From an optimization exercise on the open Yosys and OpenROAD flow, aimed at small area; shortcuts taken in it are not production practice. The RTL of this run was laid out without a check of its function. Power is estimated from default activity; no workload was simulated.

--- flow/design.v ---
module AXI_MASTER(
    input ACLK,
    input ARESETN,
    input              AWREADY,
    output reg         AWVALID,
    output reg [31:0]  AWADDR,
    input              WREADY,
    output reg         WVALID,
    output reg [31:0]  WDATA,
    output reg [3:0 ]  WSTRB,
    input              BVALID,
    input      [1:0]   BRESP,
    output reg         BREADY,
    output reg         READY,
    input              ARREADY,
    output reg         ARVALID,
    output reg [31:0]  ARADDR,
    input               RREADY,
    output reg          RVALID,
    input      [31:0]   RDATA,
    input      [31:0]  C_ADRR,
    input      [31:0]  C_DATA,
    input              C_VALID,
    input              C_VALID_R,
    input      [31:0]  C_ADRR_R,
    output     [31:0]  C_DATA_READ,
    input      [3:0 ]  C_STRB
    );
    parameter   AW_IDLE     =    2'b01;
    parameter   AW_VALID    =    2'b10;
    reg      [1:0 ]  AW_STATE, AW_NEXT_STATE;
    reg      [31:0]  AW_DATA;
    always @(posedge ACLK or negedge ARESETN) begin
        if (!ARESETN) begin
            AW_STATE <= AW_IDLE;
        end
        else begin
            AW_STATE <= AW_NEXT_STATE;
        end    
    end
    always @(negedge ACLK) begin
        if (!ARESETN) begin
            AW_NEXT_STATE <= AW_IDLE;
            AWVALID       <= 0;
            AWADDR        <= 0;
        end
        else begin
            case (AW_STATE)
                AW_IDLE : begin
                    AWVALID <= 0;
                    if (C_VALID) begin
                        AW_NEXT_STATE <= AW_VALID;
                        AW_DATA <= C_ADRR;
                    end
                end
                AW_VALID : begin
                    AWVALID <= 1;
                    AWADDR <= AW_DATA;
                    if ( AWVALID && AWREADY ) begin
                        AW_NEXT_STATE <= AW_IDLE;
                         AWVALID <= 0;
                    end
                end
            endcase
        end
    end
    parameter   W_IDLE     =    2'b01;
    parameter   W_VALID    =    2'b10;
    reg      [1:0 ] W_STATE, W_NEXT_STATE;
    reg      [31:0] W_DATA;
    reg      [3: 0] W_STRB;
        always @(posedge ACLK or negedge ARESETN) begin
        if (!ARESETN) begin
            W_STATE     <= W_IDLE;
        end
        else begin
            W_STATE     <= W_NEXT_STATE;
        end    
    end
    always @(negedge ACLK) begin
        if (!ARESETN) begin
            W_NEXT_STATE <= W_IDLE;
            WVALID       <= 0;
            WDATA        <= 0;
            WSTRB        <= 0;
        end
        else begin
            case (W_STATE)
                W_IDLE : begin
                    WVALID   <= 0;
                    if (C_VALID) begin
                        W_NEXT_STATE <= W_VALID;
                        W_DATA  <= C_DATA;
                        W_STRB  <= C_STRB;
                    end
                end
                W_VALID : begin
                    WVALID   <= 1;
                    WDATA    <= W_DATA;
                    WSTRB    <= W_STRB;
                    if (WVALID && WREADY) begin
                        W_NEXT_STATE <= W_IDLE;
                        WVALID   <= 0;
                    end
                end
            endcase
        end
    end
    parameter   B_IDLE     =    2'b01;
    parameter   B_VALID    =    2'b10;
    reg      [1:0] B_STATE, B_NEXT_STATE;
    reg      [1:0] B_DATA;
    always @(posedge ACLK or negedge ARESETN) begin
        if (!ARESETN) begin
            B_STATE      <= B_IDLE;
        end
        else begin
            B_STATE      <= B_NEXT_STATE;
        end    
    end
    always @(negedge ACLK) begin
        if (!ARESETN) begin
            B_NEXT_STATE <= B_IDLE;
            BREADY       <= 0;
            READY        <= 0;
        end
        else begin
            case (B_STATE)
                B_IDLE : begin
                    BREADY   <= 0;
                    if (WVALID) begin
                        B_NEXT_STATE <= B_VALID;
                    end
                end
                B_VALID : begin
                    BREADY   <= 1;
                    if (BVALID && BREADY) begin
                        B_NEXT_STATE <= B_IDLE;
                        B_DATA       <= BRESP;
                        READY        <= 1'b1;
                    end
                end
            endcase
        end
    end
    parameter   AR_IDLE     =    2'b01;
    parameter   AR_VALID    =    2'b10;
    reg         [1:0]  AR_STATE, AR_NEXT_STATE;          
    reg         [31:0] AR_ADDR_SAVE_DATA;
    always @(posedge ACLK or negedge ARESETN) begin
        if (!ARESETN) begin
            AR_STATE <= AR_IDLE;
        end
        else begin
            AR_STATE <= AR_NEXT_STATE;
        end
    end
    always @(negedge ACLK) begin
        if (!ARESETN) begin
            AR_NEXT_STATE <= AR_IDLE;
            AR_ADDR_SAVE_DATA <= 0;
            ARVALID <= 0;
        end
        else begin
            case(AR_STATE)
                AR_IDLE : begin
                    ARVALID <= 0;
                    if(C_VALID_R) begin
                        AR_NEXT_STATE <= AR_VALID;
                        AR_ADDR_SAVE_DATA <= C_ADRR_R;
                    end
                end
                AR_VALID : begin
                    ARVALID <= 1;
                    ARADDR <= AR_ADDR_SAVE_DATA;
                    if(ARVALID && ARREADY) begin
                        AR_NEXT_STATE <= AR_IDLE;
                        ARVALID <= 0;
                    end
                end
            endcase
        end
    end
    parameter   R_IDLE      =   3'b001;
    parameter   R_VALID     =   3'b010;
    parameter   R_SAVE      =   3'b100;
    reg             [2:0]  R_STATE, R_NEXT_STATE;
    reg             [31:0] R_SAVE_DATA;
    reg             [31:0] R_MASTER_DATA;
    assign C_DATA_READ = R_MASTER_DATA;
    always @(posedge ACLK or negedge ARESETN) begin
        if(!ARESETN)begin
            R_STATE <= R_IDLE;
        end
        else begin
            R_STATE <= R_NEXT_STATE;
        end
    end
    always @(negedge ACLK) begin
        if(!ARESETN)begin
            R_NEXT_STATE <= R_IDLE;
            R_SAVE_DATA <= 0;
            RVALID <= 0;
        end
        else begin
            case(R_STATE)
                R_IDLE : begin
                    RVALID <= 0;
                    R_MASTER_DATA <= R_SAVE_DATA;
                    if(C_VALID_R) begin
                        R_NEXT_STATE <= R_VALID;
                    end
                end
                R_VALID : begin
                    RVALID <= 1;
                    if(RVALID && RREADY) begin
                        R_NEXT_STATE <= R_SAVE;
                        RVALID <= 0;
                    end
                end
                R_SAVE : begin
                    R_SAVE_DATA <= RDATA;
                    if(!RVALID) begin
                        R_NEXT_STATE <= R_IDLE;
                    end
                end
            endcase
        end
    end
endmodule
module AXI_SLAVE(
    input ACLK,
    input ARESETN,
    output reg        AWREADY,
    input             AWVALID,
    input      [31:0] AWADDR,
    output reg        WREADY,
    input             WVALID,
    input      [31:0] WDATA,
    input      [3:0 ] WSTRB,
    output reg       BVALID,
    output reg [1:0] BRESP,
    input            BREADY,
    output reg       ARREADY,
    input            ARVALID,
    input     [31:0] ARADDR,
    output reg      RREADY,
    input           RVALID,
    output  [31:0]  RDATA
    );
    parameter   AW_IDLE     =    2'b01;
    parameter   AW_VALID    =    2'b10;
    reg      [1:0 ]  AW_STATE, AW_NEXT_STATE;
    reg      [31:0]  AW_ADDR_SAVE_DATA;
    always @(posedge ACLK or negedge ARESETN) begin
        if (!ARESETN) begin
            AW_STATE <= AW_IDLE;
        end
        else begin
            AW_STATE <= AW_NEXT_STATE;
        end    
    end
    always @(negedge ACLK) begin
        if (!ARESETN) begin
            AW_NEXT_STATE <= AW_IDLE;
            AWREADY       <= 0;
            AW_ADDR_SAVE_DATA <= 0;
        end
        else begin
            case (AW_STATE)
                AW_IDLE : begin
                    AWREADY <= 0;
                    if (AWVALID) begin
                        AW_NEXT_STATE <= AW_VALID;
                    end
                end
                AW_VALID : begin
                    AWREADY <= 1;
                    if ( AWVALID && AWREADY ) begin
                        AW_NEXT_STATE <= AW_IDLE;
                        AW_ADDR_SAVE_DATA <= AWADDR;
                        AWREADY       <= 0;
                    end
                end
            endcase
        end
    end
    parameter   W_IDLE     =    3'b001;
    parameter   W_VALID    =    3'b010;
    parameter   W_SAVE     =    3'b100;
    reg      [2:0]  W_STATE, W_NEXT_STATE;
    reg      [31:0] W_SAVE_DATA;
    reg      [3:0]  W_STRB_REG;
    reg      [7:0] slave_mem [0:31];
    wire     [31:0] W_ADDR0 = AW_ADDR_SAVE_DATA;
    wire     [31:0] W_ADDR1 = AW_ADDR_SAVE_DATA + 32'd1;
    wire     [31:0] W_ADDR2 = AW_ADDR_SAVE_DATA + 32'd2;
    wire     [31:0] W_ADDR3 = AW_ADDR_SAVE_DATA + 32'd3;
        always @(posedge ACLK or negedge ARESETN) begin
            if(!ARESETN) begin
                W_STATE <= W_IDLE;
            end
            else begin
                W_STATE <= W_NEXT_STATE;
            end
        end
    always @(negedge ACLK) begin
        if (!ARESETN) begin
            W_NEXT_STATE <= W_IDLE;
            W_SAVE_DATA  <= 0;
            W_STRB_REG        <= 0;
            WREADY       <= 0;
        end
        else begin
            case (W_STATE)
                W_IDLE : begin
                    WREADY   <= 0;
                    if (WVALID) begin
                        W_NEXT_STATE <= W_VALID;
                    end
                end
                W_VALID : begin
                    WREADY   <= 1;
                    if (WVALID && WREADY) begin
                        WREADY   <= 0;
                        W_NEXT_STATE <= W_SAVE;
                        W_SAVE_DATA  <= WDATA;
                        W_STRB_REG <= WSTRB;
                    end
                end
                W_SAVE : begin
                    if(W_STRB_REG[0] && W_ADDR0 < 32) begin
                    slave_mem[W_ADDR0[4:0]] <= W_SAVE_DATA[7:0];     
                    end
                    if(W_STRB_REG[1] && W_ADDR1 < 32) begin
                    slave_mem[W_ADDR1[4:0]] <= W_SAVE_DATA[15:8];    
                    end
                    if(W_STRB_REG[2] && W_ADDR2 < 32) begin
                    slave_mem[W_ADDR2[4:0]] <= W_SAVE_DATA[23:16];   
                    end
                    if(W_STRB_REG[3] && W_ADDR3 < 32) begin
                    slave_mem[W_ADDR3[4:0]] <= W_SAVE_DATA[31:24];   
                    end
                    if (!WREADY) begin
                        W_NEXT_STATE <= W_IDLE;
                    end
                end
            endcase
        end
    end
    parameter   B_IDLE     =    2'b01;
    parameter   B_VALID    =    2'b10;
    reg      [1:0] B_STATE, B_NEXT_STATE;
    reg      [1:0] B_DATA;
    always @(posedge ACLK or negedge ARESETN) begin
        if (!ARESETN) begin
            B_STATE      <= B_IDLE;
        end
        else begin
            B_STATE      <= B_NEXT_STATE;
        end    
    end
    always @(negedge ACLK) begin
        if (!ARESETN) begin
            B_NEXT_STATE <= B_IDLE;
            BVALID       <= 0;
            B_DATA       <= 0;
            BRESP        <= 0;
        end
        else begin
            case (B_STATE)
                B_IDLE : begin
                    BVALID   <= 0;
                    if (WVALID && WREADY) begin
                        B_NEXT_STATE <= B_VALID;
                        BRESP <= 2'b00;
                    end
                end
                B_VALID : begin
                    BVALID   <= 1;
                    if (BVALID && BREADY) begin
                        B_NEXT_STATE <= B_IDLE;
                    end
                end
            endcase
        end
    end
    parameter   AR_IDLE     =   2'b01;
    parameter   AR_VALID    =   2'b10;
    reg         [1:0]  AR_STATE, AR_NEXT_STATE;
    reg         [31:0] AR_ADDR_SAVE_DATA;
    always @(posedge ACLK or negedge ARESETN) begin
        if(!ARESETN) begin
            AR_STATE <= AR_IDLE;
        end
        else begin
            AR_STATE <= AR_NEXT_STATE;
        end
    end
    always @(negedge ACLK) begin
        if(!ARESETN) begin
            AR_NEXT_STATE <= AR_IDLE;
            AR_ADDR_SAVE_DATA <= 0;
            ARREADY <= 0;
        end
        else begin
            case(AR_STATE)
                AR_IDLE : begin
                    ARREADY <= 0;
                    if(ARVALID)begin
                        AR_NEXT_STATE <= AR_VALID;
                        AR_ADDR_SAVE_DATA <= ARADDR;
                    end
                end
                AR_VALID : begin
                    ARREADY <= 1;
                    if(ARVALID && ARREADY) begin
                        AR_NEXT_STATE <= AR_IDLE;
                        ARREADY <= 0;
                    end
                end
            endcase
        end
    end
    parameter   R_IDLE      =   3'b001;
    parameter   R_VALID     =   3'b010;
    parameter   R_SAVE      =   3'b010;
    reg             [2:0]  R_STATE, R_NEXT_STATE;
    reg             [31:0] R_SAVE_DATA;
    wire     [31:0] R_ADDR0 = AR_ADDR_SAVE_DATA;
    wire     [31:0] R_ADDR1 = AR_ADDR_SAVE_DATA + 32'd1;
    wire     [31:0] R_ADDR2 = AR_ADDR_SAVE_DATA + 32'd2;
    wire     [31:0] R_ADDR3 = AR_ADDR_SAVE_DATA + 32'd3;
    wire     [7:0]  R_BYTE0 = (R_ADDR0 < 32) ? slave_mem[R_ADDR0[4:0]] : 8'd0;
    wire     [7:0]  R_BYTE1 = (R_ADDR1 < 32) ? slave_mem[R_ADDR1[4:0]] : 8'd0;
    wire     [7:0]  R_BYTE2 = (R_ADDR2 < 32) ? slave_mem[R_ADDR2[4:0]] : 8'd0;
    wire     [7:0]  R_BYTE3 = (R_ADDR3 < 32) ? slave_mem[R_ADDR3[4:0]] : 8'd0;
    assign RDATA = R_SAVE_DATA;   
    always @(posedge ACLK or negedge ARESETN) begin
        if(!ARESETN) begin
            R_STATE <= R_IDLE;
        end
        else begin
            R_STATE <= R_NEXT_STATE;
        end
    end
    always @(negedge ACLK or negedge ARESETN) begin
        if(!ARESETN) begin
            R_NEXT_STATE <= R_IDLE;
            RREADY <= 0;
        end
        else begin
            case(R_STATE)
                R_IDLE : begin
                RREADY <= 0;
                    if(RVALID) begin
                        R_NEXT_STATE <= R_VALID;
                    end
                end
                R_VALID: begin
                RREADY <= 1;
                    if (RVALID && RREADY) begin
                        R_SAVE_DATA <= {R_BYTE3, R_BYTE2, R_BYTE1, R_BYTE0};
                        RREADY <= 0;
                        R_NEXT_STATE <= R_IDLE;
                    end
                end
            endcase
        end
    end
endmodule
module AXI_LITE_PROJ #(
    parameter   ADDRESS     =   32,
    parameter   DATA_WIDTH  =   32
)
(
    input                   clk,
    input                   reset_n,
    input      [31:0]       C_ADRR,
    input      [31:0]       C_DATA,
    input                   C_VALID,
    input                   C_VALID_R,
    input      [31:0]       C_ADRR_R,
    output     [31:0]       C_DATA_READ,
    input      [3:0 ]       C_STRB,
    output reg              READY_S
);
 wire                       S_AWREADY;
 wire                       M_AWVALID;
 wire          [31: 0]      M_AWADDR;
 wire                       S_WREADY;
 wire                       M_WVALID;
 wire          [31: 0]      M_WDATA;
 wire                       S_BVALID;
 wire          [1 : 0]      S_BRESP;
 wire                       M_BREADY;
 wire                       S_ARREADY;
 wire                       M_ARVALID;
 wire          [31: 0]      M_ARADDR;
 wire                       S_RREADY;
 wire                       M_RVALID;
 wire          [31: 0]      S_RDATA;
 wire          [3 : 0]      M_WSTRB;
 wire                       READY;
always @(*) READY_S = READY;
 AXI_MASTER            AXI_M(
    .ACLK(clk),
    .ARESETN(reset_n),
    .AWREADY(S_AWREADY),
    .AWVALID(M_AWVALID),
    .AWADDR(M_AWADDR),
    .WREADY(S_WREADY),
    .WVALID(M_WVALID),
    .WDATA(M_WDATA),
    .WSTRB(M_WSTRB),
    .BVALID(S_BVALID),
    .BRESP(S_BRESP),
    .BREADY(M_BREADY),
    .READY(READY),
    .ARREADY(S_ARREADY),
    .ARVALID(M_ARVALID),
    .ARADDR(M_ARADDR),
    .RREADY(S_RREADY),
    .RVALID(M_RVALID),
    .RDATA(S_RDATA),
    .C_ADRR(C_ADRR),
    .C_DATA(C_DATA),
    .C_VALID(C_VALID),
    .C_VALID_R(C_VALID_R),
    .C_ADRR_R(C_ADRR_R),
    .C_DATA_READ(C_DATA_READ),
    .C_STRB(C_STRB)
    );
AXI_SLAVE               AXI_S(
    .ACLK(clk),
    .ARESETN(reset_n),
    .AWREADY(S_AWREADY),
    .AWVALID(M_AWVALID),
    .AWADDR(M_AWADDR),
    .WREADY(S_WREADY),
    .WVALID(M_WVALID),
    .WDATA(M_WDATA),
    .WSTRB(M_WSTRB),
    .BVALID(S_BVALID),
    .BRESP(S_BRESP),
    .BREADY(M_BREADY),
    .ARREADY(S_ARREADY),
    .ARVALID(M_ARVALID),
    .ARADDR(M_ARADDR),
    .RREADY(S_RREADY),
    .RVALID(M_RVALID),
    .RDATA(S_RDATA)
    );
endmodule
--- flow/run.sh ---
#!/bin/bash
# synth_recipe.tcl (not shown) runs the flow's synth.tcl, then flattens the netlist and writes it again
# the make line also repeats each setting of config.mk as NAME=value (left out here)
make -C /OpenROAD-flow-scripts/flow DESIGN_CONFIG=/design/flow/config.mk WORK_HOME=/design/flow/orfs CLKGATE_MAP_FILE= SYNTH_SCRIPT=/design/flow/synth_recipe.tcl finish
--- flow/config.mk ---
export PLATFORM = sky130hd
export DESIGN_NAME = AXI_LITE_PROJ
export DESIGN_NICKNAME = AXI_LITE_PROJ
export VERILOG_FILES = /design/flow/design.v
export SDC_FILE = /design/flow/constraint.sdc
export NUM_CORES = 4
export LEC_CHECK = 0
export CAP_MARGIN = 20
export CORE_MARGIN = 2
export CORE_UTILIZATION = 40
export PLACE_DENSITY = 0.6
export SLEW_MARGIN = 20
--- flow/constraint.sdc ---
create_clock -name core_clock -period 10.0 [get_ports {clk}]
set_input_delay 2.0000 -clock core_clock [delete_from_list [all_inputs] [get_ports {clk}]]
set_output_delay 2.0000 -clock core_clock [all_outputs]
set_load 0.01 [all_outputs]
==> flow_summary_export.csv <==
group,metric,value,unit
run_status,status,"finished clean",
timing,relSlewSlack,0.216,
timing,setup_viol,0,
die,start_util,0.403,
synthesis,synth_top_cell_by_area,"edfxtp_1",
power_and_ir_drop,power.switching,2.41,mW
critical_path,r2r_cells,13,
critical_path,start_kind,"primary input",
critical_path,crit_chain,"buf_6 > nor4bb_1 > buf_4 > o311ai_0 > a2111oi_0 > buf_4 > and4_1 > nand4b_1 > buf_4 > buf_4 > nor2_1 > buf_4 > nand2_1 > o221a_1",
placed_design,place_congestion,0.978,
clock_network,cts_resized,0,
global_route,antenna_found_initial,2,
detailed_routing,drt_iter0_markers,5004,
layout,synthToLayoutAreaGrowth,21.9,%
synthesis,syn_nets,4123,
placed_design,place_hpwl,109000,um
clock_network,clock_sinks,707,
critical_path,r2r_setup_slack,1460,ps
timing,hold_violations,0,
critical_path,crit_path_top_delay_cell,"a2111oi_0",
die,io_pins,137,
synthesis,ys_warn_count,3,
die,die-area,116000,um2
power_and_ir_drop,power_frac_comb,0.081,
synthesis,ys.flop_type,"edfxtp_1",
synthesis,async_flop_share,0.0354,
power_and_ir_drop,power_density,147,nW/um2
hold_path,hold_path.class,"flip-flop to flip-flop",
power_and_ir_drop,ir_worst_vdd,0.154,mV
global_route,grt_pass1_wl,242000,um
clock_network,clkLatencyLatePin,710,ps
global_route,grt-ovfl-total,0,
die,row_count,123,
power_and_ir_drop,p_int,5.76,mW
clock_network,cts_tree,"built",
detailed_routing,drc_errors,0,
die,die_x,341,um
critical_path,r2r_end,"AXI_S.slave_mem[22][1]",
hold_path,hold_path_depth,0,
die,fp.dieH,341,um
layout,num-nets-final,4900,
clock_network,clockBufferDepth,3,
critical_path,cp_slowest_stage_delay,410,ps
detailed_routing,routed_via_density,6.14,
placed_design,preCtsSetupSlack,-47.8,ps
power_and_ir_drop,pwr-share-clk,0.512,
synthesis,synth-seq-cells,707,
critical_path,critPathMaxFanout,8,
timing,finalMaxSlewViolations,0,
layout,insertedDiodeCount,0,
synthesis,synth_cells,3997,
timing,rsz0062_at_grt,"false",
synthesis,synth.distinct_cells,94,
run,drv_cap,0,
critical_path,path_class,"primary input to flip-flop",
layout,final_core_util,0.492,
clock_network,numCtsBuffers,82,
critical_path,cp_common_cell,"buf_4",
timing,worst-slew-pin-transition,1180,ps
clock_network,postCtsSetupBuffers,0,
synthesis,ys_top_cells_by_area,"edfxtp_1 28%, mux4_2 16%, dfxtp_1 12%",
layout,largest_reg_flops,256,
layout,final_cells,6340,
detailed_routing,wl_per_cell,25.8,um
layout,drive_above_1_share,0.182,
clock_network,cts_hold_buf,0,
placed_design,dp.cells,5508,
die,fp.coreArea,112000,um2
timing,worst_slack,572,ps
placed_design,numPortBuffers,136,
global_route,grt_pass1_vias,38415,
critical_path,cp.required,5430,ps
power_and_ir_drop,leakagePower,21.4,nW
critical_path,critPathCaptureType,"flip-flop",
clock_network,htreeDepth,3,
clock_network,clkTransAtPathRegs,30,ps
global_route,grt.total_usage,0.277,
synthesis,yosysSeqAreaShare,0.408,
global_route,grt_max_degree,200,
synthesis,syn_area,45400,um2
critical_path,timing.rr.start,"AXI_S.W_STATE[1]",
synthesis,synth_edf_count,420,
detailed_routing,routed_wirelength,164000,um
detailed_routing,vias,38945,
detailed_routing,ant_nets,0,
hold_path,worst_hold_path.endpoint,"AXI_M.ARADDR[21]",
detailed_routing,first_pass_iters,6,
timing,finClkSkew,61.4,ps
power_and_ir_drop,p_seq_frac,0.406,
hold_path,hold_start,"AXI_M.AR_ADDR_SAVE_DATA[21]",
synthesis,synth_top_area_share,0.278,
clock_network,cts-root-buf,"clkbuf_16",
power_and_ir_drop,netSwitchingFraction,0.295,
synthesis,syn_avg_cell_area,11.4,um2
critical_path,worst-endpoint-arrival,4860,ps
==> critical path: cells and delay by family <==
kind / cells / cell delay [ps]
buffers and inverters: 6 / 990
and+or+nand+nor: 5 / 980
AOI/OAI and AO/OA: 3 / 870
==> cell usage in the layout (no fill, tap or decap), types with 39 or more instances in the layout <==
master / n
nand4_1: 56
mux2i_1: 446
nand2_1: 558
o22ai_1: 77
edfxtp_1: 420
mux4_2: 320
buf_12: 66
o21ai_0: 51
o221a_1: 80
inv_1: 750
nor2_1: 151
a21boi_0: 104
clkbuf_16: 87
nand3_1: 73
dfxtp_1: 252
a21oi_1: 169
clkdlybuf4s50_1: 135
mux2_1: 55
xnor2_1: 39
nor3_1: 65
nor2b_1: 52
buf_4: 186
==> Yosys cell counts, types with 37 or more instances <==
cell,n
clkbuf_1,268
nor3_1,65
a21boi_0,104
xnor2_1,42
mux2_1,55
mux2i_1,446
dfxtp_1,262
o22ai_1,77
nor2_1,156
nor2b_1,53
inv_1,51
nand4_1,56
nand2_1,558
mux4_2,320
o21ai_0,51
buf_1,70
a21oi_1,169
o221a_1,80
nand3_1,73
and2_1,37
edfxtp_1,420
==> metrics by stage <==
step / total power [mW] / area (um2) / hold WS (ps) / setup TNS (ps)
floorplan: 4.19 / 45400 / 408 / 0
global placement: 4.41 / 50000 / 413 / 0
detailed placement: 4.43 / 50000 / 412 / -685
CTS: 8.28 / 55300 / 417 / 0
global route: 8.68 / 55300 / 423 / 0
finish: 8.16 / 55300 / 418 / 0
==> layer usage <==
metal	share of wire	routed length, um	GRT usage	vias to the layer above
met5	0	0	0	-
met4	0.050	8140	0.146	0
met3	0.13	21200	0.106	514
met2	0.44	72200	0.409	2541
met1	0.38	62000	0.351	18875
li1	-	-	-	17015
==> power by group through the flow <==
stage	Combinational, mW	Sequential, mW	Clock, mW
finish	0.663	3.32	4.18
global placement	0.655	3.35	0.407
floorplan	0.457	3.33	0.407
CTS	0.669	3.32	4.29
global route	0.729	3.33	4.62
detailed placement	0.666	3.35	0.407
==> worst max-delay path by stage <==
stage            start                endpoint  slack [ps]
3_3_place_gp   reset_n   AXI_S.slave_mem[3][1]          10
4_1_cts        reset_n  AXI_S.slave_mem[22][4]         660
6_report       reset_n  AXI_S.slave_mem[22][1]         570
3_5_place_dp   reset_n  AXI_S.slave_mem[22][4]         -50
2_1_floorplan  reset_n   AXI_S.slave_mem[7][0]          80
5_1_grt        reset_n  AXI_S.slave_mem[22][2]         440
==> final cells by class <==
class | instances | area [um2]
Sequential cell | 707 | 18500
Inverter | 50 | 189
Clock inverter | 742 | 3130
Tap cell | 1500 | 1880
Multi-Input combinational cell | 2861 | 25300
Timing Repair Buffer | 389 | 4100
Clock buffer | 91 | 2210
Fill cell | 10261 | 57200
==> kinds of logic (layout without fill, tap and decap cells) <==
family / after synthesis / in the layout / share of synthesized area
adders and majority gates: 22 / 22 / 0.00607
muxes: 848 / 848 / 0.278
DFF: 707 / 707 / 0.408
buffers and inverters: 429 / 1272 / 0.0375
xor gates and xnor gates: 70 / 70 / 0.0135
and+or+nand+nor: 1235 / 1235 / 0.149
AOI/OAI and AO/OA: 686 / 686 / 0.109
